From an optimization exercise on the open Yosys and OpenROAD flow, aimed at small area, a short achievable clock period and few clock cycles; shortcuts taken in it are not production practice. Where RTL was checked, it was by simulation tests only, not by an equivalence proof against the original.

==> flow/design.v (excerpt) <==
module taylor_sine(
    input clock,
    input reset,
    input start_in,
    input signed [11:0] x_in,
    output reg ready_out,
    output [11:0] sin_out
);
reg armed;
reg [5:1] ph;           
reg [11:0] t, h;         
wire [11:0] n2 = h;
reg [5:0] b_one, b_two, b_neg;    
wire idle = ~|ph;
wire go   = idle && armed && start_in;
wire [10:0] u = ~n2[10:0];
wire big = (u >= 11'd1624 && u < 11'd1632) || (u >= 11'd1654 && u < 11'd1864) ||
           (u >= 11'd1868 && u < 11'd1912) || (u >= 11'd1916 && u < 11'd1918) ||
           (u >= 11'd1954 && u < 11'd1962);
wire n2_pos = !n2[11] && (n2[10:0] != 11'd0);
wire m3 = n2_pos && t[11];
wire signed [11:0] c0 = t;
wire m12 = n2[11] && (c0 <= -12'sd49);
wire [1:0] m = m3 ? 2'd3 : m12 ? (big ? 2'd2 : 2'd1) : 2'd0;
wire [11:0] bnext = (go | ph[1]) ? x_in : ph[2] ? 12'd171 : ph[3] ? n2 :
                    ph[4] ? 12'd51 : 12'd1024;
reg [5:0] e_one, e_two, e_neg;
reg bm1;
integer i;
always @(*) begin
    for (i = 0; i < 6; i = i + 1) begin
        bm1 = (i == 0) ? 1'b0 : bnext[2*i-1];
        e_one[i] = bnext[2*i] ^ bm1;
        e_two[i] = (bnext[2*i+1] & ~bnext[2*i] & ~bm1) | (~bnext[2*i+1] & bnext[2*i] & bm1);
        e_neg[i] = bnext[2*i+1];
    end
end
reg [12:0] e0, e1, e2, e3, e4, e5;
reg [12:0] v;
always @(*) begin
    for (i = 0; i < 6; i = i + 1) begin
        v = b_one[i] ? {t[11], t} : b_two[i] ? {t, 1'b0} : 13'd0;
        if (i == 5 && ph[5]) v = {1'b0, h};
        case (i)
            0: e0 = v ^ {13{b_neg[i]}};
            1: e1 = v ^ {13{b_neg[i]}};
            2: e2 = v ^ {13{b_neg[i]}};
            3: e3 = v ^ {13{b_neg[i]}};
            4: e4 = v ^ {13{b_neg[i]}};
            default: e5 = v ^ {13{b_neg[i]}};
        endcase
    end
end
wire hs0 = e0[10] ^ e1[8];
wire hc0 = e0[10] & e1[8];
wire hs1 = e0[11] ^ e1[9];
wire hc1 = e0[11] & e1[9];
wire hs2 = e0[12] ^ e1[10];
wire hc2 = e0[12] & e1[10];
  ...
export LEC_CHECK = 0
export CAP_MARGIN = 20
export CORE_MARGIN = 2
export CORE_UTILIZATION = 65
export CTS_BUF_LIST = sky130_fd_sc_hd__clkbuf_8
export PLACE_DENSITY = 0.75
export SETUP_SLACK_MARGIN = 4.5
export SLEW_MARGIN = 20
create_clock -name core_clock -period 10.0 [get_ports {clock}]
standard.sh (not shown) runs the stock make flow with config.mk's settings and CLKGATE_MAP_FILE= SYNTH_SCRIPT=/design/flow/synth_recipe.tcl, a recipe that flattens the netlist after the stock synthesis.
==> flow/flow/run.sh <==
#!/bin/bash
# The standard layout (the standard.sh, unchanged steps and settings),
# except that the port buffers that global placement inserts on every
# input and output are the small sky130_fd_sc_hd__buf_1 instead of the
# buffer cell the resizer would pick by default.
set -euo pipefail
export BUFFER_PORTS_ARGS="-buffer_cell sky130_fd_sc_hd__buf_1"
bash standard.sh > standard.log 2>&1
Testbench counts at the start, summed over its fixed seeds: cycles 11,192.
Then changed:
- CORE_UTILIZATION: 65 -> 70
- PLACE_DENSITY: 0.75 -> 0.8
=> Clock skew increases by 0.0051 ns. Worst hold slack improves by 0.0042 ns. Wire length came out lower slightly. Fmax goes down slightly. Register-to-register slack gets worse by 0.07 ns. Via count drops slightly.
Then changed:
- CORE_UTILIZATION: 70 -> 65
- CTS_BUF_LIST: sky130_fd_sc_hd__clkbuf_8 -> unset
- PLACE_DENSITY: 0.8 -> unset
Effect: The changed run finished clean; synthesized area is unchanged; clock-buffer cell count climbs by 1; clock skew barely changes; core utilization is lower by 5.3 points; routed wire length falls slightly; global-route usage shrinks by 1.7 points; cell area falls slightly; non-clock buffer count fell by 5.
Then changed:
- CTS_BUF_LIST: unset -> sky130_fd_sc_hd__clkbuf_8
Outcome: The changed run ran to the end with no violations. Hold slack is about the same. Synthesized area is unchanged. Via count barely changes. Clock-buffer cell count came out lower by 1. Final area stays the same. Non-clock buffer count stays the same. Wire length barely changes. Final cell count stays the same.

---

Another version of the RTL of taylor_sine (not shown whole).
For scale: about 3000 cells after synthesis, ~27 flip-flops.
Settings: LEC_CHECK=0, ABC_AREA=1, CAP_MARGIN=20, CORE_MARGIN=2, CORE_UTILIZATION=28, CTS_BUF_LIST=sky130_fd_sc_hd__clkbuf_8, PLACE_DENSITY=0.33, SLEW_MARGIN=20; clock period 10.0 ns.
Scripts as last shown in full above: flow/flow/run.sh
The starting point did not get past global routing (5_1_grt).
Change:
- CORE_UTILIZATION: 28 -> 50
- PLACE_DENSITY: 0.33 -> default
The changed run failed in global routing (5_1_grt) with GRT-0116.
Synthesized area stays the same.
Synthesized cell count does not change.
No run of this note included a check of the RTL's function; only the layout flow was run.

---

Setup of main:
RTL: one of the versions met above, not the one the previous note started from.
Size in the first run: roughly 780 cells after synthesis, about 49 flip-flops, ~28 I/O pins, about 0.0063 mm² of cells after synthesis.
// taylor_sine
module taylor_sine(
    input clock,
    input reset,
    input start_in,
    input signed [11:0] x_in,
    output reg ready_out,
    output [11:0] sin_out
);
export LEC_CHECK = 0
export CAP_MARGIN = 20
export CORE_MARGIN = 2
export CORE_UTILIZATION = 65
export CTS_BUF_LIST = sky130_fd_sc_hd__clkbuf_8
export SETUP_SLACK_MARGIN = 4.5
export SLEW_MARGIN = 20
create_clock -name core_clock -period 10.0 [get_ports {clock}]
==> flow/flow/run.sh <==
#!/bin/bash
# The standard layout (the standard.sh, unchanged steps and settings),
# with two choices of cell size:
# - the port buffers that global placement inserts on every input and
#   output are sky130_fd_sc_hd__buf_1 instead of the resizer's default pick;
# - at the end of floorplanning, the flip-flops of the multiplier operands
#   (t and the Booth digits b_*), which each drive about 13 loads, are given
#   the stronger sky130_fd_sc_hd__dfxtp_4 (same function, more drive).
set -euo pipefail
here=$(cd "$(dirname "$0")" && pwd)
export BUFFER_PORTS_ARGS="-buffer_cell sky130_fd_sc_hd__buf_1"
export POST_FLOORPLAN_TCL="$here/upsize.tcl"
bash standard.sh > standard.log 2>&1
==> flow/flow/upsize.tcl <==
# Sourced at the end of floorplanning: upsize the operand flip-flops.
set master [[ord::get_db] findMaster sky130_fd_sc_hd__dfxtp_4]
set n 0
foreach inst [[ord::get_db_block] getInsts] {
  set name [$inst getName]
  if {[[$inst getMaster] getName] eq "sky130_fd_sc_hd__dfxtp_1" &&
      ([string match {t\[*} $name] || [string match {b_*} $name])} {
    $inst swapMaster $master
    incr n
  }
}
puts "upsize.tcl: $n flip-flops now sky130_fd_sc_hd__dfxtp_4"
Testbench counts of main, summed over its fixed seeds: cycles 11,192.
Input changes introduced in the feature branch (baseline for comparison: main):
# main
export LEC_CHECK = 0
export CAP_MARGIN = 20
export CORE_MARGIN = 2
export CORE_UTILIZATION = 65
export CTS_BUF_LIST = sky130_fd_sc_hd__clkbuf_8
export SETUP_SLACK_MARGIN = 4.5
export SLEW_MARGIN = 20
create_clock -name core_clock -period 10.0 [get_ports {clock}]
# the feature branch
export LEC_CHECK = 0
export CAP_MARGIN = 20
export CORE_MARGIN = 2
export CORE_UTILIZATION = 65
export CTS_BUF_LIST = sky130_fd_sc_hd__clkbuf_8
export SETUP_SLACK_MARGIN = 5
export SLEW_MARGIN = 20
create_clock -name core_clock -period 10.0 [get_ports {clock}]
==> flow/flow/run.sh <==
#!/bin/bash
# The standard layout (the standard.sh, unchanged steps and settings),
# except that the port buffers that global placement inserts on every
# input and output are the small sky130_fd_sc_hd__buf_1 instead of the
# buffer cell the resizer would pick by default.
set -euo pipefail
export BUFFER_PORTS_ARGS="-buffer_cell sky130_fd_sc_hd__buf_1"
bash standard.sh > standard.log 2>&1
removed: flow/flow/upsize.tcl
==> comparison <==
The feature branch completed end to end with timing, DRC and antenna clean. Diff main -> the feature branch | number of gates resized after cts | increase of 40. Register fraction of the total cell area ends up higher on main. When the final numbers for the feature branch and main were put side by side, the post-route cell area turned out to be greater in the feature branch. The feature branch vs main — shortest period the worst path allows dropped 410 ps. Compared with main, the feature branch shows a higher layout cell share with drive strength beyond 1.

## static timing again, ports no longer ideal
In the flow no input, the clock included, has a driving cell. The finished layouts below were timed again as built, in two steps. Step 1, drivers: a clkbuf_16 drives clock and a buf_2 each remaining input, both assumed. Step 2 adds t to the input delays and takes it off the output delays; t is the mean of the earliest and latest rising clock arrival at the registers after step 1. Input paths then give back, and output paths get back, about the clock's delay inside the block. Three values: no drivers, after step 1, after step 2; two values: the first two.
run | t, ns | setup slack, ns | hold WS [ns] | worst setup path after step 2 | pins driven straight from the clock port
the first run of note 1 | 0.331 | 4.815 / 4.820 / 4.489 | 0.500 / 0.500 / 0.500 | input to register | 1
the second run of note 1 | 0.345 | 4.772 / 4.774 / 4.439 | 0.504 / 0.504 / 0.504 | input to register | 1
the third run of note 1 | 0.344 | 4.752 / 4.752 / 4.442 | 0.513 / 0.513 / 0.513 | input to register | 1
the fourth run of note 1 | 0.344 | 4.757 / 4.757 / 4.439 | 0.511 / 0.511 / 0.511 | input to register | 1
main | 0.346 | 4.634 / 4.634 / 4.395 | 0.504 / 0.504 / 0.504 | input to register | 1
the feature branch | 0.341 | 5.046 / 5.046 / 4.823 | 0.496 / 0.496 / 0.496 | input to register | 1
After both steps every run listed still meets setup and hold. The setup slack of the second run of note 1, which loses most, moves by +0.002 ns with the drivers and by -0.333 ns with both steps.
